Source: an optimization exercise on an open RTL-to-GDS flow (aim: small area). Production flows keep margins and buffers that such runs may drop. Only simulation tests tie the RTL to the original design; equivalence was not proved. Power figures rest on the tool's default switching activity, not on a simulated workload.

==> flow/design.v <==
module ADC_I2C
(
	input				clk_in,
	input				rst_n_in,
	output				scl_out,
	input				sda_i,
	output				sda_o,
	output				sda_oe,
	output	reg			adc_done,
	output	[7:0]		adc_data
);
	localparam	IDLE	=	3'd0;
	localparam	MAIN	=	3'd1;
	localparam	START	=	3'd2;
	localparam	WRITE	=	3'd3;
	localparam	READ	=	3'd4;
	localparam	STOP	=	3'd5;
	reg		[5:0]		lfsr;
	reg					ph;
	wire				wrap = (lfsr == 6'b100000);
	wire				tick_400k = wrap && !ph;
	always@(posedge clk_in or negedge rst_n_in) begin
		if(!rst_n_in) begin
			lfsr <= 6'd0;
			ph <= 1'b0;
		end else begin
			lfsr <= {lfsr[4:0], ~(lfsr[5] ^ lfsr[4])};
			if(wrap) ph <= ~ph;
		end
	end
	reg		[7:0]		rx_data;
	reg					sda_out_r;
	reg		[3:0]		cnt_clk;
	reg		[3:0]		cnt_bit;
	reg		[1:0]		cnt_byte;
	reg		[2:0] 		state;
	reg     [3:0]       stable_count;
	reg					scl,sda_dir;
	reg     [1:0]       sda_sample;
	assign adc_data = rx_data;
	assign scl_out = (state == STOP && cnt_clk >= 4'd2) ? 1'b1 : scl;
	assign sda_o = sda_out_r;
	assign sda_oe = sda_dir;
	wire sda_out = sda_dir ? sda_out_r : sda_i;
	always @(posedge clk_in or negedge rst_n_in) begin
		if(!rst_n_in)
			sda_sample <= 2'b00;
		else if(tick_400k)
			sda_sample <= {sda_sample[0], sda_out};
	end
	wire sda_stable = (sda_sample[1] == sda_sample[0]);
	wire tx_bit = (cnt_byte != 2'd2) &&
	              (cnt_bit == 4'd0 || cnt_bit == 4'd3 || (cnt_bit == 4'd7 && cnt_byte == 2'd3));
	always @(posedge clk_in) begin
		if(tick_400k && state == READ && cnt_clk == 4'd4 && cnt_bit[3] == 1'b0 &&
		   (sda_stable || stable_count >= 4'd10))
			rx_data[~cnt_bit[2:0]] <= sda_sample[0];
	end
	always@(posedge clk_in or negedge rst_n_in) begin
		if(!rst_n_in) begin
			state <= IDLE;
			cnt_bit <= 4'd0;
			cnt_byte <= 2'd0;
			cnt_clk <= 4'd0;
			adc_done <= 1'b0;
			scl <= 1'b1;
			sda_dir <= 1'b1;
			sda_out_r <= 1'b1;
			stable_count <= 4'd0;
		end else if(tick_400k) begin
			case(state)
				IDLE: begin
					adc_done <= 1'b0;
					cnt_clk <= 4'd0;
					cnt_bit <= 4'd0;
					cnt_byte <= 2'd0;
					sda_dir <= 1'b1;
					sda_out_r <= 1'b1;
					scl <= 1'b1;
					state <= MAIN;
				end
				MAIN: begin
					cnt_byte <= cnt_byte + 1'b1;
					case(cnt_byte)
						2'd0: state <= START;
						2'd1: state <= WRITE;
						2'd2: state <= START;
						2'd3: begin state <= READ; cnt_byte <= 2'd3; end
					endcase
				end
				START: begin
					case(cnt_clk)
						4'd0: begin
							sda_dir <= 1'b1;
							sda_out_r <= 1'b1;
							scl <= 1'b1;
							cnt_clk <= cnt_clk + 1'b1;
						end
						4'd2: begin
							sda_out_r <= 1'b0;
							cnt_clk <= cnt_clk + 1'b1;
						end
						4'd4: begin
							scl <= 1'b0;
							cnt_clk <= 4'd0;
							state <= WRITE;
							cnt_bit <= 4'd0;
						end
						default: cnt_clk <= cnt_clk + 1'b1;
					endcase
				end
				WRITE: begin
					case(cnt_clk)
						4'd0: begin
							sda_dir <= 1'b1;
							if(cnt_bit <= 4'd7)
								sda_out_r <= tx_bit;
							else
								sda_dir <= 1'b0;
							cnt_clk <= cnt_clk + 1'b1;
						end
						4'd1: begin
							scl <= 1'b0;
							cnt_clk <= cnt_clk + 1'b1;
						end
						4'd3: begin
							scl <= 1'b1;
							cnt_clk <= cnt_clk + 1'b1;
						end
						4'd4: begin
							if((cnt_bit == 4'd8 && sda_stable && sda_sample[0] == 1'b0) || cnt_bit < 4'd8) begin
								cnt_clk <= cnt_clk + 1'b1;
							end else begin
								cnt_bit <= 4'd0;
								cnt_clk <= 4'd0;
								stable_count <= stable_count + 1'b1;
								if(stable_count >= 4'd5) begin
									state <= STOP;
									stable_count <= 4'd0;
								end
							end
						end
						4'd5: begin
							scl <= 1'b0;
							cnt_clk <= 4'd0;
							if(cnt_bit == 4'd8) begin
								cnt_bit <= 4'd0;
								state <= MAIN;
							end else
								cnt_bit <= cnt_bit + 1'b1;
						end
						default: cnt_clk <= cnt_clk + 1'b1;
					endcase
				end
				READ: begin
					case(cnt_clk)
						4'd0: begin
							sda_dir <= 1'b0;
							cnt_clk <= cnt_clk + 1'b1;
						end
						4'd1: begin
							scl <= 1'b0;
							cnt_clk <= cnt_clk + 1'b1;
						end
						4'd3: begin
							scl <= 1'b1;
							cnt_clk <= cnt_clk + 1'b1;
						end
						4'd4: begin
							if(cnt_bit <= 4'd7) begin
								if(sda_stable) begin
									cnt_clk <= cnt_clk + 1'b1;
								end else begin
									stable_count <= stable_count + 1'b1;
									if(stable_count >= 4'd10) begin
										cnt_clk <= cnt_clk + 1'b1;
										stable_count <= 4'd0;
									end
								end
							end else begin
								sda_dir <= 1'b1;
								sda_out_r <= 1'b1;
								cnt_clk <= cnt_clk + 1'b1;
							end
						end
						4'd5: begin
							scl <= 1'b0;
							cnt_clk <= 4'd0;
							if(cnt_bit == 4'd8) begin
								adc_done <= 1'b1;
								state <= STOP;
							end else
								cnt_bit <= cnt_bit + 1'b1;
						end
						default: cnt_clk <= cnt_clk + 1'b1;
					endcase
				end
				STOP: begin
					case(cnt_clk)
						4'd0: begin
							sda_dir <= 1'b1;
							sda_out_r <= 1'b0;
						end
						4'd1: scl <= 1'b0;
						4'd3: scl <= 1'b1;
						4'd5: sda_out_r <= 1'b1;
						default: ;
					endcase
					cnt_clk <= cnt_clk + 1'b1;
					if(cnt_clk == 4'd15)
						state <= IDLE;
				end
				default: state <= IDLE;
			endcase
		end
	end
endmodule
module voltage_convert(
    input wire clk,
    input wire rst_n,
    input wire [7:0] adc_data,
    input wire adc_data_valid,
    output reg [7:0] vcode
);
    reg [7:0] tcode;
    reg [2:0] fst;
    reg       first;
    wire [7:0] diff = adc_data - vcode;
    wire close = !first || diff == 8'd0 || diff == 8'd1 || diff == 8'hff;
    wire [7:0] c = adc_data;
    reg is_table;
    always @(*)
        case (c)
            8'd0, 8'd1, 8'd2, 8'd3, 8'd5, 8'd10, 8'd15, 8'd20,
            8'd25, 8'd30, 8'd35, 8'd40, 8'd45, 8'd50, 8'd55, 8'd60,
            8'd65, 8'd70, 8'd75, 8'd80, 8'd85, 8'd90, 8'd95, 8'd100,
            8'd105, 8'd110, 8'd115, 8'd120, 8'd125, 8'd126, 8'd127, 8'd128,
            8'd129, 8'd130, 8'd135, 8'd140, 8'd145, 8'd150, 8'd155, 8'd160,
            8'd165, 8'd170, 8'd175, 8'd180, 8'd185, 8'd190, 8'd195, 8'd200,
            8'd205, 8'd210, 8'd215, 8'd220, 8'd225, 8'd230, 8'd235, 8'd240,
            8'd245, 8'd246, 8'd247, 8'd248, 8'd249, 8'd250, 8'd251, 8'd252,
            8'd253, 8'd254, 8'd255:
                is_table = 1'b1;
            default: is_table = 1'b0;
        endcase
    always @(posedge clk or negedge rst_n) begin
        if (!rst_n) begin
            fst <= 3'd0;
            first <= 1'b1;
            vcode <= 8'd0;
            tcode <= 8'd0;
        end else if (!adc_data_valid) begin
            first <= 1'b1;
            if (fst == 3'd6) fst <= 3'd5;
        end else begin
            first <= 1'b0;
            if (close)
                fst <= (fst < 3'd4) ? fst + 3'd1 : 3'd6;
            else
                fst <= 3'd0;
            if (fst == 3'd6) begin
                if (is_table)
                    vcode <= adc_data;
                else begin
                    vcode <= tcode;
                    tcode <= adc_data;
                end
            end
        end
    end
endmodule
module lcd_1602(clk,rst_n,vcode,lcd_en,lcd_rw,lcd_rs,lcd_data);
input clk;
input rst_n;
input [7:0] vcode;
output lcd_en;
output lcd_rw;
output reg lcd_rs;
output reg [7:0] lcd_data;
reg [15:0] j;
reg h;
reg [5:0] step;
reg [7:0] cap;       
reg [3:0] dig0;      
reg [3:0] dig1;      
reg [2:0] dig2;      
wire jend = (j == 16'h3f60);
wire fb = ~(j[15] ^ j[14] ^ j[12] ^ j[3]) ^ jend;
wire wr = jend & h;
always @(posedge clk or negedge rst_n)
  if (!rst_n) begin
    j <= 16'hfd83;    
    h <= 1'b0;
    step <= 6'd0;
  end else begin
    j <= {j[14:0], fb};
    if (jend) h <= ~h;
    if (wr) step <= (step == 6'd49) ? 6'd16 : step + 6'd1;
  end
reg [1:0] delta;
always @(*)
  case (cap)
    8'd4: delta = 2'd1;
    8'd5: delta = 2'd3;
    8'd6: delta = 2'd1;
    8'd10: delta = 2'd3;
    8'd11: delta = 2'd1;
    8'd31: delta = 2'd1;
    8'd35: delta = 2'd3;
    8'd36: delta = 2'd1;
    8'd56: delta = 2'd1;
    8'd60: delta = 2'd3;
    8'd61: delta = 2'd1;
    8'd81: delta = 2'd1;
    8'd85: delta = 2'd3;
    8'd86: delta = 2'd1;
    8'd106: delta = 2'd1;
    8'd110: delta = 2'd3;
    8'd111: delta = 2'd1;
    8'd131: delta = 2'd1;
    8'd135: delta = 2'd3;
    8'd136: delta = 2'd1;
    8'd140: delta = 2'd3;
    8'd141: delta = 2'd1;
    8'd156: delta = 2'd1;
    8'd160: delta = 2'd3;
    8'd161: delta = 2'd1;
    8'd165: delta = 2'd3;
    8'd166: delta = 2'd1;
    8'd181: delta = 2'd1;
    8'd185: delta = 2'd3;
    8'd186: delta = 2'd1;
    8'd190: delta = 2'd3;
    8'd191: delta = 2'd1;
    8'd206: delta = 2'd1;
    8'd210: delta = 2'd3;
    8'd211: delta = 2'd1;
    8'd215: delta = 2'd3;
    8'd216: delta = 2'd1;
    8'd231: delta = 2'd1;
    default: delta = 2'd2;
  endcase
wire [3:0] s0 = dig0 + {2'b00, delta};
wire       c0 = (s0 >= 4'd10);
wire       c1 = c0 && (dig1 == 4'd9);
always @(posedge clk)
  if (wr && step == 6'd16) begin
    cap <= vcode;
    dig0 <= 4'd0;
    dig1 <= 4'd0;
    dig2 <= 3'd0;
  end else if (cap != 8'd0) begin
    cap <= cap - 8'd1;
    dig0 <= c0 ? s0 - 4'd10 : s0;
    if (c0) dig1 <= c1 ? 4'd0 : dig1 + 4'd1;
    if (c1) dig2 <= dig2 + 3'd1;
  end
assign lcd_en = (step < 6'd10) | ~h;
assign lcd_rw = 1'b0;
wire [10:0] digits = {dig2, dig1, dig0};
always @(*) begin
  lcd_rs = 1'b1;
  case (step)
    6'd11: begin lcd_rs = 1'b0; lcd_data = 8'h38; end
    6'd12: begin lcd_rs = 1'b0; lcd_data = 8'h08; end
    6'd13: begin lcd_rs = 1'b0; lcd_data = 8'h01; end
    6'd14: begin lcd_rs = 1'b0; lcd_data = 8'h06; end
    6'd15: begin lcd_rs = 1'b0; lcd_data = 8'h0C; end
    6'd16: begin lcd_rs = 1'b0; lcd_data = 8'h80; end
    6'd17: lcd_data = 8'h00;
    6'd18: lcd_data = "V";
    6'd19: lcd_data = "o";
    6'd20: lcd_data = "l";
    6'd21: lcd_data = "t";
    6'd22: lcd_data = "a";
    6'd23: lcd_data = "g";
    6'd24: lcd_data = "e";
    6'd25: lcd_data = " ";
    6'd26: lcd_data = {5'b00110, digits[10:8]};
    6'd27: lcd_data = ".";
    6'd28: lcd_data = {4'h3, digits[7:4]};
    6'd29: lcd_data = {4'h3, digits[3:0]};
    6'd30: lcd_data = "V";
    6'd31: lcd_data = " ";
    6'd32: lcd_data = " ";
    6'd33: begin lcd_rs = 1'b0; lcd_data = 8'hC0; end
    6'd34: lcd_data = 8'h00;
    6'd35: lcd_data = "A";
    6'd36: lcd_data = "D";
    6'd37: lcd_data = "C";
    6'd38: lcd_data = " ";
    6'd39: lcd_data = "P";
    6'd40: lcd_data = "C";
    6'd41: lcd_data = "F";
    6'd42: lcd_data = "8";
    6'd43: lcd_data = "5";
    6'd44: lcd_data = "9";
    6'd45: lcd_data = "1";
    6'd46: lcd_data = " ";
    6'd47: lcd_data = " ";
    6'd48: lcd_data = " ";
    6'd49: lcd_data = " ";
    default: begin lcd_rs = 1'b0; lcd_data = 8'h00; end
  endcase
end
endmodule
module main(
    input wire clk,
    input wire rst_n,
    output wire scl,
    input  wire sda_i,
    output wire sda_o,
    output wire sda_oe,
    output wire lcd_rs,
    output wire lcd_rw,
    output wire lcd_en,
    output wire [7:0] lcd_data
);
    wire [7:0] adc_data;
    wire       adc_data_valid;
    wire [7:0] vcode;
    ADC_I2C u_adc_i2c(
        .clk_in(clk),
        .rst_n_in(rst_n),
        .scl_out(scl),
        .sda_i(sda_i),
        .sda_o(sda_o),
        .sda_oe(sda_oe),
        .adc_done(adc_data_valid),
        .adc_data(adc_data)
    );
    voltage_convert u_voltage_convert(
        .clk(clk),
        .rst_n(rst_n),
        .adc_data(adc_data),
        .adc_data_valid(adc_data_valid),
        .vcode(vcode)
    );
    lcd_1602 u_lcd1602_display(
        .clk(clk),
        .rst_n(rst_n),
        .vcode(vcode),
        .lcd_rs(lcd_rs),
        .lcd_rw(lcd_rw),
        .lcd_en(lcd_en),
        .lcd_data(lcd_data)
    );
endmodule
==> flow/run.sh <==
#!/bin/bash
# synth_recipe.tcl (not shown) runs the flow's synth.tcl, then flattens the netlist and writes it again
# the make line also repeats each setting of config.mk as NAME=value (left out here)
make -C /OpenROAD-flow-scripts/flow DESIGN_CONFIG=/design/flow/config.mk WORK_HOME=/design/flow/orfs CLKGATE_MAP_FILE= SYNTH_SCRIPT=/design/flow/synth_recipe.tcl finish
==> flow/config.mk <==
export PLATFORM = sky130hd
export DESIGN_NAME = main
export DESIGN_NICKNAME = main
export VERILOG_FILES = /design/flow/design.v
export SDC_FILE = /design/flow/constraint.sdc
export NUM_CORES = 4
export LEC_CHECK = 0
export ABC_AREA = 1
export CAP_MARGIN = 20
export CORE_MARGIN = 2
export CORE_UTILIZATION = 40
export PLACE_DENSITY = 0.6
export SLEW_MARGIN = 20
==> flow/constraint.sdc <==
create_clock -name core_clock -period 50.0 [get_ports {clk}]
set_input_delay 10.0000 -clock core_clock [delete_from_list [all_inputs] [get_ports {clk}]]
set_output_delay 10.0000 -clock core_clock [all_outputs]
set_load 0.01 [all_outputs]
==> run_results.csv, run 1 <==
group,metric,value,unit
outcome,outcome,"complete, no violations",
clocking,clk_path_buf_depth,2,
clocking,cts_tree,"yes",
layout,area_delta_synth_final,9.45,%
flow_run,cap_violations,0,
worst_setup_path,cp-end-kind,"primary output",
sta,finalCritPeriodShare,25.6,%
worst_setup_path,crit_type,"reg2out",
sta,rsz0062_at_grt,"no",
power_and_ir_drop,ir_drop,0.0000181,V
clocking,numCtsBuffers,9,
sta,slew_headroom,38.1,%
clocking,clock-sinks,101,
sta,slew_viol_final,0,
logic_synthesis,synth_edf_count,16,
worst_setup_path,worst-endpoint-required,40.00,ns
global_route,antenna_found_initial,0,
placed_design,port_buffers,15,
layout,layout.nets,1010,
die,initial_core_util,40.7,%
sta,finalSetupViolations,0,
sta,tightest_slew,0.928,ns
placed_design,post-place-ws,37.59,ns
placed_design,routabilityCongestion,0.916,
detailed_routing,ant_nets,0,
logic_synthesis,synth_area_leaders,"dfrtp_1 (21%), nand2_1 (11%), inv_1 (7.4%), ha_1 (7.3%), edfxtp_1 (6.8%)",
min_path,hold_path_class,"reg2reg",
worst_setup_path,worstPathArrival,2.81,ns
logic_synthesis,avgSynthCellArea,7.36,um2
power_and_ir_drop,leakage,3.49,nW
global_route,grt_max_degree,74,
die,fp-row-count,48,
clocking,cts-root-buf,"clkbuf_16",
clocking,cts_setup_buffers,0,
worst_setup_path,r2r-start,"u_lcd1602_display.cap[0]$_DFFE_PP_",
power_and_ir_drop,p_per_area,20.4,nW/um2
logic_synthesis,yosys_warnings,3,
global_route,grt_pass1_vias,5890,
worst_setup_path,worstPathMaxFanout,14,
sta,setup_tns,0,ns
clocking,cts-resized-gates,0,
die,coreArea,17200,um2
clocking,clkLatencyLatePin,0.35,ns
global_route,track_usage,18.1,%
sta,finalHoldViolCount,0,
min_path,min_from,"u_lcd1602_display.j[14]$_DFF_PN1_",
sta,finalClockSkew,0.00688,ns
logic_synthesis,synth_area,7020,um2
sta,layout_setup_ws,37.19,ns
logic_synthesis,synthArstFlopShare,72.3,%
die,die_x,136,um
detailed_routing,avgRoutedWirePerCell,13.2,um
detailed_routing,drcViolationCount,0,
logic_synthesis,yosysTopAreaCell,"dfrtp_1",
logic_synthesis,ys.flop_type,"dfrtp_1",
worst_setup_path,start_kind,"flip-flop",
logic_synthesis,ys_types,54,
placed_design,dp_hpwl,12000,um
die,die_y,136,um
die,dieArea,18600,um2
detailed_routing,drt_iter0_drc,460,
sta,fin_worst_hold_slack,0.367,ns
clocking,htree_num_levels,3,
layout,antenna_cells,0,
clocking,cts_hold_buf,0,
clocking,clkTransAtPathRegs,0.07,ns
sta,max_freq,78.1,MHz
global_route,grt_pass1_wl,27300,um
detailed_routing,via_per_inst,5.11,
sta,finalCriticalPeriod,12.81,ns
logic_synthesis,seq_area_frac_synth,36.5,%
detailed_routing,vias,6106,
logic_synthesis,synth.top_cell.area_share,21.0,%
global_route,grt_overflow,0,
logic_synthesis,syn-num-nets,999,
layout,layout-drive-gt1-share,7.02,%
detailed_routing,wirelength,15700,um
worst_setup_path,startpoint,"u_lcd1602_display.step[4]$_DFFE_PN0P_",
logic_synthesis,syn_inst,953,
detailed_routing,first_pass_iters,5,
die,io_pins,17,
logic_synthesis,yosys_register_bits,101,
## stage by stage
step	power, mW	utilization, %	std cells	cell area (um2)
2_1_floorplan	0.0849	-	953	7020
3_3_place_gp	0.0862	42.8	1178	7370
3_5_place_dp	0.0862	42.8	1178	7370
4_1_cts	0.159	44.6	1194	7680
5_1_grt	0.163	44.6	1194	7680
6_report	0.157	44.6	1194	7680
## layout by cell type (no fill, tap or decap), types with 5 or more instances in the layout
cell / n
a2111oi_0: 5
a21oi_1: 38
a31oi_1: 7
clkbuf_16: 9
clkdlybuf4s50_1: 14
dfrtp_1: 59
dfstp_2: 14
dfxtp_1: 12
edfxtp_1: 16
ha_1: 41
inv_1: 139
inv_2: 8
nand2_1: 197
nand2_2: 8
nand3_1: 57
nand4_1: 28
nor2_1: 113
nor3_1: 17
nor4_1: 9
o211ai_1: 12
o21ai_0: 78
xnor2_1: 6
xor2_1: 16
## routing by layer
layer | routed length, um | up-vias | GRT usage, %
met2 | 7310 | 108 | 29.6
li1 | - | 3173 | -
met1 | 7690 | 2803 | 24.5
met4 | 260 | 0 | 5.32
met3 | 467 | 22 | 3.13
met5 | 0 | - | 0
## cell type report
cell class / count / area (um2)
repair buffers: 15 / 148
fillers: 1749 / 9560
multi-input cells: 688 / 3820
inverters: 149 / 559
flip-flops and latches: 101 / 2560
well taps: 225 / 282
clock buffers: 9 / 225
clock inverters: 7 / 81.3
## cells in the mapped netlist (3+ instances only)
cell / count
nand2_1: 197
inv_1: 139
nor2_1: 113
o21ai_0: 78
dfrtp_1: 59
nand3_1: 57
ha_1: 41
a21oi_1: 38
nand4_1: 28
nor3_1: 17
edfxtp_1: 16
xor2_1: 16
dfstp_2: 14
dfxtp_1: 12
o211ai_1: 12
clkbuf_1: 9
nor4_1: 9
inv_2: 8
nand2_2: 8
a31oi_1: 7
xnor2_1: 6
a2111oi_0: 5
buf_2: 4
o2111ai_1: 4
o21a_1: 4
o21ai_2: 4
or2_2: 4
a22oi_1: 3
nand3_4: 3
nor2_8: 3
o22ai_1: 3
## state kept, by name, indices dropped and copies added (netlist names), 3 cells and up
signal and count:
u_adc_i2c.lfsr 6, u_lcd1602_display.cap 8, u_adc_i2c.cnt_bit 4, u_lcd1602_display.dig0 4, u_lcd1602_display.dig2 3, u_adc_i2c.state 3, u_adc_i2c.rx_data 8, u_adc_i2c.stable_count 4
u_voltage_convert.tcode 8, u_lcd1602_display.j 16, u_voltage_convert.vcode 8, u_voltage_convert.fst 3, u_adc_i2c.cnt_clk 4, u_lcd1602_display.step 6, u_lcd1602_display.dig1 4
## critical path: stages (launching register included)
cell	delay, ns
dfrtp_1	0.45
inv_1	0.06
nor2_1	0.25
inv_1	0.28
a211oi_1	0.52
nor3_1	0.12
nand4_1	0.11
nor4_1	0.06
nand3_1	0.08
clkdlybuf4s50_1	0.53
## cells by family (layout without fill, tap and decap cells)
family          after synthesis  after routing  share of synthesized area [%]
fa+ha+maj                    43             43                           7.88
simple gates                449            449                           29.1
other cells                   1              1                         0.0534
flops                       101            101                           36.5
buf+inv                     164            180                           9.00
compound gates              173            173                           14.7
xor+xnor                     22             22                           2.75
## power breakdown
part | internal [mW] | total, mW | switching, mW
combinational | 0.000113 | 0.00125 | 0.00113
clock | 0.0396 | 0.0724 | 0.0329
sequential | 0.0831 | 0.0831 | 0
total | 0.123 | 0.157 | 0.0340
## final timing paths
kind                                                     endpoint  slack [ns]  cells after the start
max in group asynchronous  u_voltage_convert.vcode[4]$_DFFE_PN0P_       39.61                      1
min reg2reg                     u_lcd1602_display.j[15]$_DFF_PN1_        0.37                      0
min                             u_lcd1602_display.j[15]$_DFF_PN1_        0.37                      0
max                                                        lcd_rs       37.19                      9
max reg2reg                u_lcd1602_display.dig2[2]$_SDFFE_PP0P_       45.96                     18
min in group asynchronous        u_adc_i2c.cnt_bit[1]$_DFFE_PN0P_        9.76                      1
==> run 2, diff against run 1 <==
==> flow/flow/run.sh (new file) <==
#!/bin/bash
# Own layout flow: the standard synthesis, then its combinational logic
# re-mapped for area by ABC (registers untouched), then the standard layout.
set -euo pipefail
W=$PWD
R=$W/orfs/results/${FLOW_PLATFORM}/main/base
LIB=$FLOW_HOME/platforms/${FLOW_PLATFORM}/lib/sky130_fd_sc_hd__tt_025C_1v80.lib
YOSYS=yosys
if [[ -x $FLOW_HOME/../tools/install/yosys/bin/yosys ]]; then YOSYS=$FLOW_HOME/../tools/install/yosys/bin/yosys; fi

bash standard.sh synth > $W/standard_synth.log 2>&1
cp $R/1_2_yosys.v $W/std_1_2_yosys.v

IN=$W/std_1_2_yosys.v OUT=$W/resyn.v LIB=$LIB SCRIPT=$W/flow/deep.script \
  $YOSYS -c $W/flow/resyn.tcl > $W/resyn_yosys.log 2>&1

cp $W/resyn.v $R/1_2_yosys.v
rm -f $R/1_synth.odb $R/1_synth.sdc
bash standard.sh > $W/standard_layout.log 2>&1
==> flow/flow/deep.script (new file) <==
strash
&get -n
&deepsyn -T 60
&put
strash
dch
map -a
==> flow/flow/resyn.tcl (new file) <==
# Re-maps the combinational logic of the standard synthesis netlist with a
# stronger ABC script; flip-flops (blackboxed here) keep their cells and names.
# env: IN OUT LIB SCRIPT
yosys -import
set lib $::env(LIB)
read_liberty -ignore_miss_func $lib
foreach m [list sky130_fd_sc_hd__dfrtp_1 sky130_fd_sc_hd__dfrtp_2 sky130_fd_sc_hd__dfrtp_4 sky130_fd_sc_hd__dfstp_1 sky130_fd_sc_hd__dfstp_2 sky130_fd_sc_hd__dfstp_4 sky130_fd_sc_hd__dfxtp_1 sky130_fd_sc_hd__dfxtp_2 sky130_fd_sc_hd__dfxtp_4 sky130_fd_sc_hd__edfxtp_1 sky130_fd_sc_hd__dfrbp_1 sky130_fd_sc_hd__dfrbp_2 sky130_fd_sc_hd__dfsbp_1 sky130_fd_sc_hd__dfsbp_2 sky130_fd_sc_hd__dfxbp_1 sky130_fd_sc_hd__dfxbp_2 sky130_fd_sc_hd__edfxbp_1 sky130_fd_sc_hd__dfbbp_1 sky130_fd_sc_hd__dfbbn_1 sky130_fd_sc_hd__dfbbn_2 sky130_fd_sc_hd__dfrtn_1 sky130_fd_sc_hd__conb_1] {
  blackbox $m
}
read_verilog $::env(IN)
hierarchy -top main
flatten
opt -purge
abc -script $::env(SCRIPT) -liberty $lib -dont_use *lpflow* -dont_use *probe* -dont_use *_fa_* -dont_use *_ha_* -dont_use *_fah_* -dont_use *_bleeder*
opt_clean -purge
hilomap -singleton -hicell sky130_fd_sc_hd__conb_1 HI -locell sky130_fd_sc_hd__conb_1 LO
insbuf -buf sky130_fd_sc_hd__buf_4 A X
opt_clean -purge
tee -o $::env(OUT).stat stat -liberty $lib
write_verilog -noattr -nohex -nodec $::env(OUT)
==> flow/standard.sh (new file) <==
#!/bin/bash
# synth_recipe.tcl (not shown) runs the flow's synth.tcl, then flattens the netlist and writes it again
# the make line also repeats each setting of config.mk as NAME=value (left out here)
make -C /OpenROAD-flow-scripts/flow DESIGN_CONFIG=/design/flow/config.mk WORK_HOME=/design/flow/orfs CLKGATE_MAP_FILE= SYNTH_SCRIPT=/design/flow/synth_recipe.tcl "${@:-finish}"
removed: flow/run.sh
==> run 2 against run 1 <==
Net effect:
- via count fell by 14%
- register-to-register slack improved by 0.11 ns
- final area fell by 17%
- critical path depth rose by 4
- worst setup slack got worse by 0.66 ns
- sequential cell count did not move
- critical endpoint is now lcd_data[0]
- largest cell class unchanged
==> run_results.csv, run 2 <==
group,metric,value,unit
outcome,outcome,"complete, no violations",
placed_design,routabilityCongestion,0.871,
sta,finalSetupViolations,0,
global_route,antenna_found_initial,0,
die,dieArea,15100,um2
layout,final_common_cell,"nor2_1",
sta,finalClockSkew,0.00632,ns
global_route,grt_pass1_wl,24300,um
flow_run,cap_violations,0,
clocking,numCtsBuffers,9,
sta,fin_worst_hold_slack,0.372,ns
clocking,clk_path_buf_depth,2,
power_and_ir_drop,p_per_area,24.8,nW/um2
sta,setup_tns,0,ns
clocking,cts-resized-gates,0,
worst_setup_path,crit_slowest_cell,"clkdlybuf4s50_1",
detailed_routing,drcViolationCount,0,
detailed_routing,drt_iter0_drc,415,
die,io_pins,17,
layout,area_delta_synth_final,12.6,%
logic_synthesis,avgSynthCellArea,7.44,um2
worst_setup_path,worstPathArrival,3.47,ns
sta,max_freq,74.3,MHz
worst_setup_path,worst-endpoint-required,40.00,ns
die,die_y,123,um
logic_synthesis,syn_inst,761,
logic_synthesis,syn-num-nets,764,
worst_setup_path,critPathMostFrequentCell,"clkinv_1",
worst_setup_path,max_stage_delay,0.48,ns
layout,layout.cells.most_common_list,"nor2_1 (168), clkinv_1 (118), nand2_1 (92)",
global_route,track_usage,20.3,%
worst_setup_path,cp-end-kind,"primary output",
min_path,hold_path_class,"reg2reg",
clocking,clkLatencyLatePin,0.34,ns
worst_setup_path,path_cells,"clkinv_1, nor2_1, clkinv_1, nor2_1, a21oi_1, o21ai_0, clkinv_1, nand3_1, o2111ai_1, o21bai_1, nand4_1, o21ai_0, clkdlybuf4s50_1",
placed_design,port_buffers,15,
sta,finalCriticalPeriod,13.47,ns
clocking,clock-sinks,101,
placed_design,dp_hpwl,10700,um
clocking,cts_setup_buffers,0,
layout,regArea,2560,um2
logic_synthesis,yosys_warnings,3,
clocking,htree_num_levels,3,
global_route,grt_max_degree,74,
layout,regMostFlops,"u_lcd1602_display.j",
power_and_ir_drop,leakage,2.43,nW
clocking,cts_tree,"yes",
layout,layout.nets,793,
worst_setup_path,worstPathMaxFanout,7,
die,die_x,123,um
clocking,clkTransAtPathRegs,0.07,ns
worst_setup_path,start_kind,"flip-flop",
sta,tightest_slew,0.913,ns
detailed_routing,ant_nets,0,
sta,slew_headroom,39.1,%
layout,multi_input_area,2650,um2
global_route,grt_pass1_vias,5075,
sta,finalCritPeriodShare,26.9,%
power_and_ir_drop,ir_drop,0.0000164,V
clocking,cts_hold_buf,0,
clocking,cts-root-buf,"clkbuf_16",
layout,instances_no_fill,975,
sta,rsz0062_at_grt,"no",
die,fp-row-count,43,
worst_setup_path,crit_type,"reg2out",
layout,largest_reg_flops,16,
die,initial_core_util,40.9,%
die,coreArea,13800,um2
sta,finalHoldViolCount,0,
layout,layout-drive-gt1-share,5.03,%
detailed_routing,first_pass_iters,5,
detailed_routing,avgRoutedWirePerCell,14.5,um
global_route,grt_overflow,0,
detailed_routing,vias,5232,
power_and_ir_drop,finalPower,0.158,mW
placed_design,placedCellCount,959,
layout,antenna_cells,0,
logic_synthesis,synth_area,5660,um2
detailed_routing,via_per_inst,5.37,
detailed_routing,wirelength,14100,um
sta,slew_viol_final,0,
layout,fillers,1391,
-- run 2: layer usage --
metal	wire [um]	vias up	track usage (%)
met5	0	-	0
met4	264	0	7.61
met3	475	21	2.86
met2	6590	116	32.5
met1	6810	2453	28.0
li1	-	2642	-
-- run 2: layout make-up --
type                            count  share of cell area [%]
Clock buffer                       10                    3.93
Sequential cell                   101                    40.3
Clock inverter                      6                    1.02
Tap cell                          180                    3.53
Timing Repair Buffer               18                    2.67
Multi-Input combinational cell    542                    41.6
Inverter                          118                    6.95
-- run 2: worst paths after layout --
kind | startpoint | end | slack [ns] | depth (start not counted)
setup / recovery | u_lcd1602_display.step[4]$_DFFE_PN0P_ | lcd_data[0] | 36.53 | 13
hold / removal | u_lcd1602_display.j[0]$_DFF_PN1_ | u_lcd1602_display.j[1]$_DFF_PN1_ | 0.37 | 0
setup reg to reg | u_lcd1602_display.cap[1]$_DFFE_PP_ | u_lcd1602_display.dig2[2]$_SDFFE_PP0P_ | 46.07 | 21
hold reg to reg | u_lcd1602_display.j[0]$_DFF_PN1_ | u_lcd1602_display.j[1]$_DFF_PN1_ | 0.37 | 0
max in group asynchronous | rst_n | u_lcd1602_display.step[0]$_DFFE_PN0P_ | 39.62 | 1
min in group asynchronous | rst_n | u_voltage_convert.vcode[4]$_DFFE_PN0P_ | 9.77 | 1
-- run 2: power breakdown --
| group | internal (mW) | total, mW | leakage (nW) | switching (mW) |
|---|---|---|---|---|
| Clock | 0.0422 | 0.0733 | 0.159 | 0.0311 |
| Sequential | 0.0831 | 0.0831 | 1.18 | 0 |
| Combinational | 0.000127 | 0.00127 | 1.09 | 0.00115 |
-- run 2: worst max-delay path: cells and delay by family, from the launching register on --
kind                   cells  cell delay, ns
AND/OR/NAND/NOR            4            0.70
buffers and inverters      4            1.01
flip-flops                 1            0.47
AO/OA/AOI/OAI              5            0.93
-- run 2: through the flow --
stage / setup WS [ns] / area [um2] / utilization [%]
after floorplan: 37.82 / 5660 / -
final: 36.53 / 6370 / 46.1
after global placement: 36.89 / 6060 / 43.8
after CTS: 36.57 / 6370 / 46.1
after global routing: 36.22 / 6370 / 46.1
after detailed placement: 36.95 / 6060 / 43.8
==> run 3, diff against run 2 <==
--- a/flow/design.v
+++ b/flow/design.v
@@ -6,7 +6,7 @@
 	input				sda_i,
 	output				sda_o,
 	output				sda_oe,
-	output	reg			adc_done,
+	output				adc_done,
 	output	[7:0]		adc_data
 );
 	localparam	IDLE	=	3'd0;
@@ -38,6 +38,7 @@
 	reg					scl,sda_dir;
 	reg     [1:0]       sda_sample;
 	assign adc_data = rx_data;
+	assign adc_done = (state == STOP || state == IDLE) && cnt_bit[3];
 	assign scl_out = (state == STOP && cnt_clk >= 4'd2) ? 1'b1 : scl;
 	assign sda_o = sda_out_r;
 	assign sda_oe = sda_dir;
@@ -54,7 +55,7 @@
 	always @(posedge clk_in) begin
 		if(tick_400k && state == READ && cnt_clk == 4'd4 && cnt_bit[3] == 1'b0 &&
 		   (sda_stable || stable_count >= 4'd10))
-			rx_data[~cnt_bit[2:0]] <= sda_sample[0];
+			rx_data <= {rx_data[6:0], sda_sample[0]};	 
 	end
 	always@(posedge clk_in or negedge rst_n_in) begin
 		if(!rst_n_in) begin
@@ -62,7 +63,6 @@
 			cnt_bit <= 4'd0;
 			cnt_byte <= 2'd0;
 			cnt_clk <= 4'd0;
-			adc_done <= 1'b0;
 			scl <= 1'b1;
 			sda_dir <= 1'b1;
 			sda_out_r <= 1'b1;
@@ -70,7 +70,6 @@
 		end else if(tick_400k) begin
 			case(state)
 				IDLE: begin
-					adc_done <= 1'b0;
 					cnt_clk <= 4'd0;
 					cnt_bit <= 4'd0;
 					cnt_byte <= 2'd0;
@@ -187,7 +186,6 @@
 							scl <= 1'b0;
 							cnt_clk <= 4'd0;
 							if(cnt_bit == 4'd8) begin
-								adc_done <= 1'b1;
 								state <= STOP;
 							end else
 								cnt_bit <= cnt_bit + 1'b1;
--- a/flow/flow/run.sh
+++ b/flow/flow/run.sh
@@ -11,9 +11,12 @@
 bash standard.sh synth > $W/standard_synth.log 2>&1
 cp $R/1_2_yosys.v $W/std_1_2_yosys.v
 
-IN=$W/std_1_2_yosys.v OUT=$W/resyn.v LIB=$LIB SCRIPT=$W/flow/deep.script \
-  $YOSYS -c $W/flow/resyn.tcl > $W/resyn_yosys.log 2>&1
-
-cp $W/resyn.v $R/1_2_yosys.v
+if IN=$W/std_1_2_yosys.v OUT=$W/resyn.v LIB=$LIB SCRIPT=$W/flow/deep.script \
+  $YOSYS -c $W/flow/resyn.tcl > $W/resyn_yosys.log 2>&1 && [[ -s $W/resyn.v ]]; then
+  cp $W/resyn.v $R/1_2_yosys.v
+fi
 rm -f $R/1_synth.odb $R/1_synth.sdc
-bash standard.sh > $W/standard_layout.log 2>&1
+# port buffers: the smallest buffer; clock tree: small buffers, no dummy loads
+bash standard.sh "BUFFER_PORTS_ARGS=-buffer_cell sky130_fd_sc_hd__buf_1" \
+  "CTS_ARGS=-sink_clustering_enable -repair_clock_nets -dont_use_dummy_load -buf_list sky130_fd_sc_hd__clkbuf_8 -sink_clustering_size 30 -sink_clustering_max_diameter 100" \
+  finish > $W/standard_layout.log 2>&1
==> flow/flow/deep.script (replaced) <==
strash
&get -n
&deepsyn -T 60
&put
strash
dch
amap
--- a/flow/config.mk
+++ b/flow/config.mk
@@ -8,6 +8,6 @@
 export ABC_AREA = 1
 export CAP_MARGIN = 20
 export CORE_MARGIN = 2
-export CORE_UTILIZATION = 40
-export PLACE_DENSITY = 0.6
+export CORE_UTILIZATION = 70
+export PLACE_DENSITY = 0.85
 export SLEW_MARGIN = 20
==> run 3 against run 2 <==
Net effect:
- still clean
- first-iteration DRC count is 9.9% lower
- register-to-register slack worse by 1.0 ns
- non-clock buffer count stayed put
- via count is 0.63% higher
- wire length is 9.4% lower
- total power is 21% lower
- sequential cell count is 1 lower
- global-route usage is 11 points higher
- clock-buffer cell count is 1 lower
- worst setup slack worse by 0.63 ns
- clock skew is 0.023 ns higher
- die area is 43% lower
- critical endpoint is now lcd_rs
- largest cell class unchanged
==> run_results.csv, run 3 <==
group,metric,value,unit
flow_run,cap_violations,0,
min_path,hold_path_class,"reg2reg",
layout,antenna_cells,0,
die,io_pins,17,
detailed_routing,via_per_inst,6.41,
layout,regMostFlops,"u_lcd1602_display.j",
power_and_ir_drop,leakage,2.24,nW
global_route,antenna_found_initial,0,
worst_setup_path,crit_type,"reg2out",
placed_design,routabilityCongestion,0.960,
worst_setup_path,path_cells,"clkinv_1, nor2_1, clkinv_1, or3_1, nand3_1, nor2_1, o211ai_1, nor3_1, or2_0, or3_1, or3_1, nor2_1, a31o_1, nor4_1, o211ai_1, buf_1",
logic_synthesis,syn_inst,692,
logic_synthesis,syn-num-nets,695,
clocking,numCtsBuffers,9,
sta,finalCritPeriodShare,28.2,%
placed_design,dp_hpwl,9680,um
power_and_ir_drop,finalPower,0.124,mW
die,fp-row-count,32,
worst_setup_path,crit_slowest_cell,"or3_1",
global_route,track_usage,31.5,%
die,die_x,92.6,um
layout,fin_util,76.3,%
die,coreArea,7650,um2
sta,tightest_slew,1.01,ns
layout,layout.nets,724,
detailed_routing,avgRoutedWirePerCell,15.6,um
sta,setup_tns,0,ns
worst_setup_path,worstPathArrival,4.09,ns
clocking,cts-root-buf,"clkbuf_8",
sta,finalClockSkew,0.0295,ns
layout,layout-drive-gt1-share,3.89,%
worst_setup_path,max_stage_delay,0.46,ns
detailed_routing,wirelength,12800,um
logic_synthesis,yosys_warnings,3,
worst_setup_path,start_kind,"flip-flop",
worst_setup_path,worst-endpoint-required,40.00,ns
outcome,outcome,"complete, no violations",
layout,final_common_cell,"nor2_1",
detailed_routing,vias,5265,
power_and_ir_drop,ir_drop,0.0000221,V
die,die_y,92.6,um
global_route,grt_pass1_wl,21600,um
clocking,clock-sinks,100,
worst_setup_path,cp-end-kind,"primary output",
detailed_routing,drt_iter0_drc,374,
layout,largest_reg_flops,16,
sta,rsz0062_at_grt,"no",
sta,finalCriticalPeriod,14.09,ns
clocking,htree_num_levels,3,
global_route,grt_pass1_vias,4864,
sta,finalSetupViolations,0,
power_and_ir_drop,p_per_area,21.3,nW/um2
sta,slew_viol_final,0,
clocking,clk_path_buf_depth,2,
worst_setup_path,worstPathMaxFanout,8,
worst_setup_path,reg2reg_depth,17,
logic_synthesis,synth_area,5500,um2
sta,finalHoldViolCount,0,
detailed_routing,ant_nets,0,
logic_synthesis,avgSynthCellArea,7.94,um2
die,initial_core_util,71.9,%
layout,area_delta_synth_final,6.12,%
clocking,cts_tree,"yes",
die,dieArea,8580,um2
sta,slew_headroom,30.8,%
global_route,grt_overflow,0,
clocking,cts-resized-gates,0,
clocking,clkTransAtPathRegs,0.09,ns
clocking,cts_hold_buf,0,
placed_design,port_buffers,15,
sta,max_freq,71.0,MHz
clocking,cts_setup_buffers,0,
detailed_routing,drcViolationCount,0,
layout,layout.cells.most_common_list,"nor2_1 (143), clkinv_1 (109), dfrtp_1 (58)",
clocking,clkLatencyLatePin,0.37,ns
detailed_routing,first_pass_iters,6,
min_path,min_path_cells,0,
global_route,grt_max_degree,73,
-- run 3: through the flow --
stage	hold WS, ns	std cells	worst slack (ns)	cell area (um2)
2_1_floorplan	0.346	692	36.89	5500
3_3_place_gp	0.354	812	36.39	5700
3_5_place_dp	0.356	812	36.35	5700
4_1_cts	0.358	821	35.95	5830
5_1_grt	0.353	821	35.66	5830
6_report	0.352	821	35.91	5830
-- run 3: cell type report --
| class | count | area (um2) |
|---|---|---|
| fillers | 563 | 1810 |
| well taps | 102 | 128 |
| clock buffers | 9 | 124 |
| flip-flops and latches | 100 | 2540 |
| multi-input cells | 483 | 2550 |
| repair buffers | 18 | 80.1 |
| inverters | 109 | 409 |
-- run 3: worst paths after layout --
kind | end | slack (ns) | from
setup / recovery | lcd_rs | 35.91 | u_lcd1602_display.step[4]$_DFFE_PN0P_
hold / removal | u_lcd1602_display.j[8]$_DFF_PN1_ | 0.35 | u_lcd1602_display.j[7]$_DFF_PN1_
setup reg to reg | u_voltage_convert.is_table$_DFF_P_ | 45.04 | u_adc_i2c.cnt_clk[1]$_DFFE_PN0P_
hold reg to reg | u_lcd1602_display.j[8]$_DFF_PN1_ | 0.35 | u_lcd1602_display.j[7]$_DFF_PN1_
max in group asynchronous | u_voltage_convert.fst[0]$_DFFE_PN0P_ | 39.56 | rst_n
min in group asynchronous | u_voltage_convert.vcode[6]$_DFFE_PN0P_ | 9.82 | rst_n
-- run 3: critical path, delay by kind of cell, from the launching register on --
kind	cells	cell delay (ns)
flops	1	0.41
buf+inv	3	0.63
simple gates	10	2.33
compound gates	3	0.36
-- run 3: power breakdown --
part	switching, mW	internal, mW	total (mW)	leakage, nW
Clock	0.0243	0.0162	0.0405	0.0647
Combinational	0.00113	0.000102	0.00123	0.973
Sequential	0	0.0823	0.0823	1.20
Total	0.0255	0.0986	0.124	2.24
-- run 3: per-layer routing --
metal  vias up  wire length [um]  track usage [%]
li1       2557                 -                -
met1      2419              5380             41.4
met2       256              6260             53.5
met3        33               897             4.31
met4         0               282             11.8
met5         -                 0                0
==> run 4, diff against run 3 <==
--- a/flow/flow/run.sh
+++ b/flow/flow/run.sh
@@ -18,5 +18,5 @@
 rm -f $R/1_synth.odb $R/1_synth.sdc
 # port buffers: the smallest buffer; clock tree: small buffers, no dummy loads
 bash standard.sh "BUFFER_PORTS_ARGS=-buffer_cell sky130_fd_sc_hd__buf_1" \
-  "CTS_ARGS=-sink_clustering_enable -repair_clock_nets -dont_use_dummy_load -buf_list sky130_fd_sc_hd__clkbuf_8 -sink_clustering_size 30 -sink_clustering_max_diameter 100" \
+  "CTS_ARGS=-sink_clustering_enable -repair_clock_nets -dont_use_dummy_load -buf_list sky130_fd_sc_hd__clkbuf_8 -sink_clustering_size 50 -sink_clustering_max_diameter 200" \
   finish > $W/standard_layout.log 2>&1
==> run 4 against run 3 <==
Net effect:
- area after synthesis did not move
- cell count did not move
- sequential cell count did not move
- still clean
- via count did not move
- clock skew did not move
- worst hold slack did not move
- sequential share of layout area did not move
- global-route usage did not move
- total power did not move
- wire length did not move
- worst setup slack did not move
- die area did not move
==> run_results.csv, run 4 <==
group,metric,value,unit
detailed_routing,drcViolationCount,0,
global_route,grt_pass1_wl,21600,um
clocking,htree_num_levels,3,
detailed_routing,avgRoutedWirePerCell,15.6,um
power_and_ir_drop,pwr-share-clk,32.7,%
sta,finalCriticalPeriod,14.09,ns
global_route,grt_pass1_vias,4864,
placed_design,routabilityCongestion,0.960,
clocking,clk_path_buf_depth,2,
detailed_routing,drt_iter0_drc,374,
clocking,cts-resized-gates,0,
placed_design,port_buffers,15,
worst_setup_path,start_kind,"flip-flop",
layout,regMostFlops,"u_lcd1602_display.j",
worst_setup_path,cpLargestDelayFamily,"simple AND/OR/NAND/NOR gates",
clocking,clock-sinks,100,
clocking,clkLatencyLatePin,0.37,ns
layout,layout.nets,724,
sta,tightest_slew,1.01,ns
die,die_y,92.6,um
global_route,antenna_found_initial,0,
outcome,outcome,"complete, no violations",
power_and_ir_drop,comb_power_share,1.0,%
detailed_routing,first_pass_iters,6,
power_and_ir_drop,leakage,2.24,nW
clocking,cts-root-buf,"clkbuf_8",
placed_design,placedCellCount,812,
logic_synthesis,avgSynthCellArea,7.94,um2
worst_setup_path,crit_slowest_cell,"or3_1",
power_and_ir_drop,power.net_switching,0.0255,mW
clocking,clkTransAtPathRegs,0.09,ns
sta,setup_tns,0,ns
clocking,cts_tree,"yes",
worst_setup_path,ff2ff_setup_slack,45.04,ns
detailed_routing,wirelength,12800,um
clocking,cts_hold_buf,0,
detailed_routing,ant_nets,0,
die,fp-row-count,32,
die,io_pins,17,
global_route,grt_overflow,0,
layout,final_common_cell,"nor2_1",
clocking,cts_setup_buffers,0,
worst_setup_path,worst-endpoint-required,40.00,ns
power_and_ir_drop,power_frac_seq,66.3,%
layout,instances_no_fill,821,
placed_design,dp_hpwl,9680,um
layout,largest_reg_flops,16,
die,dieArea,8580,um2
flow_run,cap_violations,0,
sta,finalCritPeriodShare,28.2,%
sta,slew_headroom,30.8,%
sta,rsz0062_at_grt,"no",
layout,antenna_cells,0,
logic_synthesis,synth_area,5500,um2
layout,layout-drive-gt1-share,3.89,%
global_route,grt_max_degree,73,
clocking,numCtsBuffers,9,
worst_setup_path,cp-end-kind,"primary output",
worst_setup_path,worstPathArrival,4.09,ns
logic_synthesis,syn-num-nets,695,
power_and_ir_drop,ir_drop,0.0000221,V
worst_setup_path,crit_type,"reg2out",
power_and_ir_drop,intPower,0.0986,mW
logic_synthesis,yosys_warnings,3,
die,die_x,92.6,um
detailed_routing,vias,5265,
sta,finalClockSkew,0.0295,ns
worst_setup_path,worstPathMaxFanout,8,
sta,finalHoldViolCount,0,
layout,area_delta_synth_final,6.12,%
min_path,hold_path_class,"reg2reg",
logic_synthesis,syn_inst,692,
sta,slew_viol_final,0,
sta,finalSetupViolations,0,
sta,max_freq,71.0,MHz
die,initial_core_util,71.9,%
worst_setup_path,path_cells,"clkinv_1, nor2_1, clkinv_1, or3_1, nand3_1, nor2_1, o211ai_1, nor3_1, or2_0, or3_1, or3_1, nor2_1, a31o_1, nor4_1, o211ai_1, buf_1",
layout,layout.cells.most_common_list,"nor2_1 (143), clkinv_1 (109), dfrtp_1 (58)",
worst_setup_path,cp_num_buf_inv,3,
die,coreArea,7650,um2
detailed_routing,via_per_inst,6.41,
worst_setup_path,max_stage_delay,0.46,ns
global_route,track_usage,31.5,%
power_and_ir_drop,p_sw_share,20.5,%
power_and_ir_drop,p_per_area,21.3,nW/um2
## run 4: worst paths after layout
kind                                                                to                                   from  cells after the start
worst min register to register        u_lcd1602_display.j[8]$_DFF_PN1_       u_lcd1602_display.j[7]$_DFF_PN1_                      0
worst min-delay path                  u_lcd1602_display.j[8]$_DFF_PN1_       u_lcd1602_display.j[7]$_DFF_PN1_                      0
worst max-delay path                                            lcd_rs  u_lcd1602_display.step[4]$_DFFE_PN0P_                     16
min in group asynchronous       u_voltage_convert.vcode[6]$_DFFE_PN0P_                                  rst_n                      2
worst max register to register      u_voltage_convert.is_table$_DFF_P_       u_adc_i2c.cnt_clk[1]$_DFFE_PN0P_                     17
max in group asynchronous         u_voltage_convert.fst[0]$_DFFE_PN0P_                                  rst_n                      2
## run 4: power by group through the flow
stage,logic [mW],clock network (mW),registers [mW]
after detailed placement,0.00131,0,0.0839
after global placement,0.00127,0,0.0839
final,0.00123,0.0405,0.0823
after floorplan,0.0000497,0,0.0839
after global routing,0.00148,0.0439,0.0823
after CTS,0.00131,0.0411,0.0823
## run 4: final cells by class
type / instances / area (um2)
tap: 102 / 128
inverter: 109 / 409
multi-input combinational: 483 / 2550
clock buffer: 9 / 124
fill: 563 / 1810
timing repair buffer: 18 / 80.1
sequential: 100 / 2540
## run 4: layer usage
layer	track usage [%]	part of all wire, %	up-vias	wire length [um]
met3	4.31	7.0	33	897
met4	11.8	2.2	0	282
li1	-	-	2557	-
met1	41.4	42	2419	5380
met5	0	0	-	0
met2	53.5	49	256	6260
## run 4: worst reg2reg max path, stage by stage (launching register included)
cell and delay [ns]:
dfrtp_1 0.44, clkinv_1 0.12, nand2_1 0.07, nor3_1 0.46, clkinv_1 0.26, nor2_1 0.19, clkinv_1 0.12, nor3_1 0.74
clkinv_1 0.42, o22ai_1 0.33, nor2b_1 0.16, o32ai_1 0.42, a22oi_1 0.18, o32ai_1 0.43, nor2_1 0.11, a311oi_1 0.23
nor2_1 0.08, a21oi_1 0.13
## run 4: stage by stage
stage / worst slack, ns / cell area (um2) / hold WS (ns) / total power [mW] / util [%]
3_3_place_gp: 36.39 / 5700 / 0.354 / 0.0852 / 74.6
6_report: 35.91 / 5830 / 0.352 / 0.124 / 76.3
5_1_grt: 35.66 / 5830 / 0.353 / 0.128 / 76.3
3_5_place_dp: 36.35 / 5700 / 0.356 / 0.0852 / 74.6
2_1_floorplan: 36.89 / 5500 / 0.346 / 0.0840 / -
4_1_cts: 35.95 / 5830 / 0.358 / 0.125 / 76.2
==> run 5, diff against run 4 <==
--- a/flow/flow/run.sh
+++ b/flow/flow/run.sh
@@ -18,5 +18,5 @@
 rm -f $R/1_synth.odb $R/1_synth.sdc
 # port buffers: the smallest buffer; clock tree: small buffers, no dummy loads
 bash standard.sh "BUFFER_PORTS_ARGS=-buffer_cell sky130_fd_sc_hd__buf_1" \
-  "CTS_ARGS=-sink_clustering_enable -repair_clock_nets -dont_use_dummy_load -buf_list sky130_fd_sc_hd__clkbuf_8 -sink_clustering_size 50 -sink_clustering_max_diameter 200" \
+  "CTS_ARGS=-sink_clustering_enable -repair_clock_nets -dont_use_dummy_load -buf_list sky130_fd_sc_hd__clkbuf_8" \
   finish > $W/standard_layout.log 2>&1
==> run 5 against run 4 <==
Net effect:
- die area stayed put
- clock skew did not move
- register-to-register slack is essentially flat
==> run_results.csv, run 5 <==
group,metric,value,unit
outcome,outcome,"complete, no violations",
die,die_x,92.6,um
power_and_ir_drop,power.net_switching,0.0255,mW
global_route,grt_pass1_vias,4864,
placed_design,port_buffers,15,
sta,finalSetupViolations,0,
logic_synthesis,yosys_warnings,3,
global_route,met3_usage,4.31,%
worst_setup_path,startpoint,"u_lcd1602_display.step[4]$_DFFE_PN0P_",
sta,tightest_slew,1.01,ns
logic_synthesis,syn_inst,692,
sta,finalHoldViolCount,0,
worst_setup_path,crit_slowest_cell,"or3_1",
worst_setup_path,crit_type,"reg2out",
die,io_pins,17,
placed_design,dp_hpwl,9680,um
detailed_routing,via_per_inst,6.41,
global_route,grt_max_degree,73,
clocking,clk_path_buf_depth,2,
sta,slew_headroom,30.8,%
worst_setup_path,path_cells,"clkinv_1, nor2_1, clkinv_1, or3_1, nand3_1, nor2_1, o211ai_1, nor3_1, or2_0, or3_1, or3_1, nor2_1, a31o_1, nor4_1, o211ai_1, buf_1",
clocking,cts_hold_buf,0,
power_and_ir_drop,finalPower,0.124,mW
clocking,cts_tree,"yes",
power_and_ir_drop,intPower,0.0986,mW
worst_setup_path,cp-end-kind,"primary output",
clocking,clock-sinks,100,
worst_setup_path,r2r-start,"u_adc_i2c.cnt_clk[1]$_DFFE_PN0P_",
die,initial_core_util,71.9,%
sta,slew_viol_final,0,
layout,layout-drive-gt1-share,3.89,%
clocking,cts-root-buf,"clkbuf_8",
sta,finalClockSkew,0.0295,ns
logic_synthesis,avgSynthCellArea,7.94,um2
sta,rsz0062_at_grt,"no",
layout,final_common_cell,"nor2_1",
global_route,met2_usage,53.5,%
power_and_ir_drop,pwr-share-clk,32.7,%
placed_design,routabilityCongestion,0.960,
worst_setup_path,worstPathMaxFanout,8,
layout,layout.nets,724,
die,coreArea,7650,um2
global_route,busiest_layer,"met2",
power_and_ir_drop,p_sw_share,20.5,%
sta,fin_worst_hold_slack,0.352,ns
layout,regMostFlops,"u_lcd1602_display.j",
sta,max_freq,71.0,MHz
detailed_routing,avgRoutedWirePerCell,15.6,um
detailed_routing,first_pass_iters,6,
detailed_routing,drt_iter0_drc,374,
power_and_ir_drop,comb_power_share,1.0,%
power_and_ir_drop,power_frac_seq,66.3,%
worst_setup_path,max_stage_delay,0.46,ns
clocking,clkLatencyLatePin,0.37,ns
detailed_routing,vias,5265,
layout,area_delta_synth_final,6.12,%
power_and_ir_drop,ir_drop,0.0000221,V
worst_setup_path,worst-endpoint-required,40.00,ns
min_path,hold_path_class,"reg2reg",
sta,finalCriticalPeriod,14.09,ns
clocking,numCtsBuffers,9,
global_route,grt_util_met1,41.4,%
logic_synthesis,synth_area,5500,um2
sta,layout_setup_ws,35.91,ns
layout,antenna_cells,0,
clocking,clkTransAtPathRegs,0.09,ns
die,dieArea,8580,um2
clocking,cts_setup_buffers,0,
clocking,htree_num_levels,3,
layout,largest_reg_flops,16,
global_route,grt_pass1_wl,21600,um
clocking,cts-resized-gates,0,
die,die_y,92.6,um
global_route,antenna_found_initial,0,
min_path,min_from,"u_lcd1602_display.j[7]$_DFF_PN1_",
worst_setup_path,start_kind,"flip-flop",
global_route,grt_overflow,0,
die,fp-row-count,32,
placed_design,post-place-ws,36.35,ns
sta,finalCritPeriodShare,28.2,%
global_route,track_usage,31.5,%
layout,layout.cells.most_common_list,"nor2_1 (143), clkinv_1 (109), dfrtp_1 (58)",
layout,fin_area,5830,um2
detailed_routing,drcViolationCount,0,
logic_synthesis,syn-num-nets,695,
power_and_ir_drop,leakage,2.24,nW
detailed_routing,wirelength,12800,um
worst_setup_path,worstPathArrival,4.09,ns
flow_run,cap_violations,0,
detailed_routing,ant_nets,0,
sta,setup_tns,0,ns
placed_design,postPlaceCellArea,5700,um2
power_and_ir_drop,p_per_area,21.3,nW/um2
==> run 5: cell counts in the layout (fill, tap and decap cells not counted) <==
Identical to the previous run, type by type.
==> run 5: path summary, 6_finish.rpt <==
check                      slack, ns  cells after the start                                     end
setup / recovery               35.91                     16                                  lcd_rs
hold / removal                  0.35                      0        u_lcd1602_display.j[8]$_DFF_PN1_
setup reg to reg               45.04                     17      u_voltage_convert.is_table$_DFF_P_
hold reg to reg                 0.35                      0        u_lcd1602_display.j[8]$_DFF_PN1_
max in group asynchronous      39.56                      2    u_voltage_convert.fst[0]$_DFFE_PN0P_
min in group asynchronous       9.82                      2  u_voltage_convert.vcode[6]$_DFFE_PN0P_
==> run 5: power by group through the flow <==
| stage | logic [mW] | clock network [mW] | registers [mW] |
|---|---|---|---|
| 2_1_floorplan | 0.0000497 | 0 | 0.0839 |
| 3_3_place_gp | 0.00127 | 0 | 0.0839 |
| 3_5_place_dp | 0.00131 | 0 | 0.0839 |
| 4_1_cts | 0.00131 | 0.0411 | 0.0823 |
| 5_1_grt | 0.00148 | 0.0439 | 0.0823 |
| 6_report | 0.00123 | 0.0405 | 0.0823 |
==> run 5: final cells by class <==
| type | instances | area, um2 |
|---|---|---|
| inverter | 109 | 409 |
| fill | 563 | 1810 |
| sequential | 100 | 2540 |
| tap | 102 | 128 |
| timing repair buffer | 18 | 80.1 |
| multi-input combinational | 483 | 2550 |
| clock buffer | 9 | 124 |
==> run 5: through the flow <==
stage                     utilization, %  cells
after floorplan                        -    692
after global placement              74.6    812
after detailed placement            74.6    812
after CTS                           76.2    821
after global routing                76.3    821
final                               76.3    821
==> run 5: per-layer routing <==
| layer | up-vias | share of wire (%) |
|---|---|---|
| met1 | 2419 | 42 |
| met2 | 256 | 49 |
| met3 | 33 | 7.0 |
| met5 | - | 0 |
| met4 | 0 | 2.2 |
| li1 | 2557 | - |
==> run 5: critical path: cells and delay by family, from the launching register on <==
kind / cells / cell delay (ns)
buffers and inverters: 3 / 0.63
AO/OA/AOI/OAI: 3 / 0.36
AND/OR/NAND/NOR: 10 / 2.33
flip-flops: 1 / 0.41
==> run 6, diff against run 5 <==
==> flow/flow/run.sh (replaced) <==
#!/bin/bash
# Own layout flow: the standard synthesis, then its combinational logic
# re-mapped for area by ABC (registers untouched; several random seeds of
# ABC's &deepsyn, keeping the smallest netlist), then the standard layout
# with small port buffers and a clock tree without dummy loads.
set -euo pipefail
W=$PWD
R=$W/orfs/results/${FLOW_PLATFORM}/main/base
LIB=$FLOW_HOME/platforms/${FLOW_PLATFORM}/lib/sky130_fd_sc_hd__tt_025C_1v80.lib
YOSYS=yosys
if [[ -x $FLOW_HOME/../tools/install/yosys/bin/yosys ]]; then YOSYS=$FLOW_HOME/../tools/install/yosys/bin/yosys; fi

bash standard.sh synth > $W/standard_synth.log 2>&1
cp $R/1_2_yosys.v $W/std_1_2_yosys.v

resyn() {
  local s=$1
  printf 'strash\n&get -n\n&deepsyn -T 10 -S %d\n&put\nstrash\ndch\namap\n' $s > $W/deep_$s.script
  IN=$W/std_1_2_yosys.v OUT=$W/resyn_$s.v LIB=$LIB SCRIPT=$W/deep_$s.script \
    $YOSYS -c $W/flow/resyn.tcl > $W/resyn_yosys_$s.log 2>&1 || true
}
for batch in "0 1 2 3" "4 5 6 7" "8 9 10 11" "12 13 14 15"; do
  for s in $batch; do resyn $s & done
  wait
done

best=""; best_area=""
for s in $(seq 0 15); do
  if [[ -s $W/resyn_$s.v && -s $W/resyn_$s.v.stat ]]; then
    a=$(awk '/Chip area for module/{print $NF}' $W/resyn_$s.v.stat)
    echo "seed $s area $a" >> $W/resyn_choice.log
    if [[ -z "$best" ]] || awk "BEGIN{exit !($a < $best_area)}"; then best=$s; best_area=$a; fi
  fi
done
echo "chosen seed ${best:-none} area ${best_area:-none}" >> $W/resyn_choice.log
if [[ -n "$best" ]]; then
  cp $W/resyn_$best.v $R/1_2_yosys.v
fi
rm -f $R/1_synth.odb $R/1_synth.sdc

# port buffers: the smallest buffer; clock tree: no dummy loads
bash standard.sh "BUFFER_PORTS_ARGS=-buffer_cell sky130_fd_sc_hd__buf_1" \
  "CTS_ARGS=-sink_clustering_enable -repair_clock_nets -dont_use_dummy_load -buf_list sky130_fd_sc_hd__clkbuf_8" \
  finish > $W/standard_layout.log 2>&1
removed: flow/flow/deep.script
==> run 6 against run 5 <==
Net effect:
- synthesized cell count decreased by 0.72%
- worst setup slack improved by 0.82 ns
- total power decreased by 0.44%
- critical path depth decreased by 2
- die area decreased by 1.7%
- critical endpoint is now lcd_data[0]
- sequential power about the same
- non-clock buffer count increased by 1
- largest cell class is now sequential cells
- fmax increased by 6.2%
- wire length decreased by 8.8%
- clock-buffer cell count unchanged
- clock power decreased by 1%
- global-route usage decreased by 2.3 points
- largest power group unchanged
==> run_results.csv, run 6 <==
group,metric,value,unit
outcome,outcome,"complete, no violations",
worst_setup_path,worstPathMaxFanout,5,
global_route,antenna_found_initial,0,
global_route,grt_pass1_wl,20200,um
clocking,cts-resized-gates,0,
logic_synthesis,syn_inst,687,
placed_design,dp_hpwl,8650,um
worst_setup_path,start_kind,"flip-flop",
clocking,cts_setup_buffers,0,
flow_run,cap_violations,0,
worst_setup_path,ff2ff_setup_slack,45.02,ns
die,fp-row-count,32,
detailed_routing,wirelength,11700,um
die,initial_core_util,71.0,%
logic_synthesis,yosys_warnings,3,
worst_setup_path,worstPathArrival,3.27,ns
sta,max_freq,75.3,MHz
layout,layout.cells.most_common_list,"nor2_1 (151), clkinv_1 (99), nand2_1 (69)",
clocking,cts_hold_buf,0,
min_path,min_path_cells,0,
layout,antenna_cells,0,
detailed_routing,via_per_inst,6.27,
placed_design,placedCellCount,808,
detailed_routing,avgRoutedWirePerCell,14.3,um
power_and_ir_drop,p_per_area,21.5,nW/um2
worst_setup_path,reg2reg_depth,20,
sta,finalClockSkew,0.0284,ns
worst_setup_path,r2r-start,"u_adc_i2c.state[0]$_DFFE_PN0P_",
worst_setup_path,cp-end-kind,"primary output",
layout,area_delta_synth_final,6.37,%
die,die_y,91.8,um
die,die_x,91.8,um
layout,layout-drive-gt1-share,4.06,%
worst_setup_path,path_cells,"clkinv_1, nor2_1, clkinv_1, nor2_1, clkinv_1, nor3_1, nor3_1, o211ai_1, nor2_1, a21oi_1, o21ai_0, o21a_1, a31o_1, buf_1",
power_and_ir_drop,ir_drop,0.0000159,V
clocking,clk_path_buf_depth,2,
sta,tightest_slew,0.915,ns
layout,fin_area,5740,um2
sta,finalCritPeriodShare,26.5,%
detailed_routing,ant_nets,0,
clocking,cts_tree,"yes",
power_and_ir_drop,leakage,2.20,nW
sta,finalSetupViolations,0,
sta,finalHoldViolCount,0,
worst_setup_path,crit_type,"reg2out",
sta,slew_headroom,37.4,%
detailed_routing,first_pass_iters,7,
clocking,clkLatencyLatePin,0.38,ns
die,dieArea,8430,um2
detailed_routing,drcViolationCount,0,
sta,finalCriticalPeriod,13.27,ns
logic_synthesis,avgSynthCellArea,7.86,um2
detailed_routing,vias,5122,
worst_setup_path,r2r_end,"u_voltage_convert.is_table$_DFF_P_",
sta,setup_tns,0,ns
placed_design,routabilityCongestion,1.03,
min_path,hold_end,"u_lcd1602_display.j[12]$_DFF_PN1_",
detailed_routing,drt_iter0_drc,387,
clocking,clock-sinks,100,
min_path,min_from,"u_lcd1602_display.j[11]$_DFF_PN1_",
layout,instances_no_fill,817,
clocking,clkTransAtPathRegs,0.10,ns
layout,regMostFlops,"u_lcd1602_display.j",
global_route,grt_pass1_vias,4670,
placed_design,port_buffers,15,
sta,layout_setup_ws,36.73,ns
logic_synthesis,syn-num-nets,690,
logic_synthesis,synth_area,5400,um2
global_route,track_usage,29.2,%
layout,largest_reg_flops,16,
clocking,numCtsBuffers,9,
worst_setup_path,crit_slowest_cell,"dfrtp_1",
sta,rsz0062_at_grt,"no",
die,coreArea,7610,um2
clocking,htree_num_levels,3,
clocking,cts-root-buf,"clkbuf_8",
placed_design,postPlaceCellArea,5620,um2
layout,final_common_cell,"nor2_1",
placed_design,post-place-ws,37.25,ns
die,io_pins,17,
global_route,grt_overflow,0,
sta,slew_viol_final,0,
worst_setup_path,max_stage_delay,0.43,ns
layout,layout.nets,720,
global_route,grt_max_degree,73,
min_path,hold_path_class,"reg2reg",
worst_setup_path,worst-endpoint-required,40.00,ns
layout,fin_util,75.5,%
## run 6: how the worst max path moves through the flow
| stage | start | endpoint | slack (ns) |
|---|---|---|---|
| 2_1_floorplan | u_lcd1602_display.step[4]$_DFFE_PN0P_ | lcd_data[0] | 37.59 |
| 6_report | u_lcd1602_display.step[4]$_DFFE_PN0P_ | lcd_data[0] | 36.73 |
| 4_1_cts | u_lcd1602_display.step[4]$_DFFE_PN0P_ | lcd_data[0] | 36.84 |
| 3_3_place_gp | u_lcd1602_display.step[4]$_DFFE_PN0P_ | lcd_data[0] | 37.52 |
| 3_5_place_dp | u_lcd1602_display.step[4]$_DFFE_PN0P_ | lcd_data[0] | 37.25 |
| 5_1_grt | u_lcd1602_display.step[4]$_DFFE_PN0P_ | lcd_data[0] | 36.44 |
## run 6: layout make-up
class                   instances  area [um2]
flip-flops and latches        100        2540
fillers                       558        1860
inverters                      99         372
repair buffers                 19        87.6
multi-input cells             488        2490
well taps                     102         128
clock buffers                   9         124
## run 6: stage by stage
step	power, mW	hold WS (ns)
after floorplan	0.0840	0.346
after global placement	0.0852	0.351
after detailed placement	0.0852	0.354
after CTS	0.124	0.353
after global routing	0.128	0.356
final	0.124	0.352
## run 6: report_power, final
group          internal (mW)  switching [mW]  leakage (nW)
Combinational       0.000111         0.00110         0.929
Sequential            0.0823               0          1.20
Clock                 0.0162          0.0238        0.0647
## run 6: critical path: cells and delay by family, from the launching register on
kind / cells / cell delay, ns
AND/OR/NAND/NOR: 5 / 0.91
AO/OA/AOI/OAI: 5 / 0.88
flip-flops: 1 / 0.43
buffers and inverters: 4 / 0.67
## run 6: metal layers
layer  share of wire [%]  routed length (um)  track usage, %
met5                   0                   0               0
met3                 6.5                 761            5.51
met4                 3.7                 431            11.9
met1                  43                5000            38.7
met2                  47                5490            47.7

## re-timing with driven ports
In the flow no input, the clock included, has a driving cell. The finished layouts below were timed again as built, in two steps.
Step 1, drivers: a clkbuf_16 drives clk and a buf_2 each remaining input, both assumed.
Step 2 also shifts input and output timing later by t, the mid clock arrival at the registers, as if the neighbouring blocks saw the same clock.
Three values: ideal ports, drivers, drivers and shift; two values: the first two.
run | t (ns) | setup slack, ns | worst hold slack (ns) | pins driven straight from the clock port
run 1 | 0.390 | 37.188 / 37.146 / 37.535 | 0.367 / 0.367 / 0.367 | 1
run 2 | 0.377 | 36.533 / 36.494 / 36.871 | 0.372 / 0.372 / 0.372 | 1
run 3 | 0.390 | 35.906 / 35.874 / 36.264 | 0.352 / 0.352 / 0.352 | 1
run 4 | 0.390 | 35.906 / 35.874 / 36.264 | 0.352 / 0.352 / 0.352 | 1
run 5 | 0.390 | 35.906 / 35.874 / 36.264 | 0.352 / 0.352 / 0.352 | 1
run 6 | 0.393 | 36.728 / 36.696 / 37.090 | 0.352 / 0.352 / 0.352 | 1
After both steps every run listed still meets setup and hold.
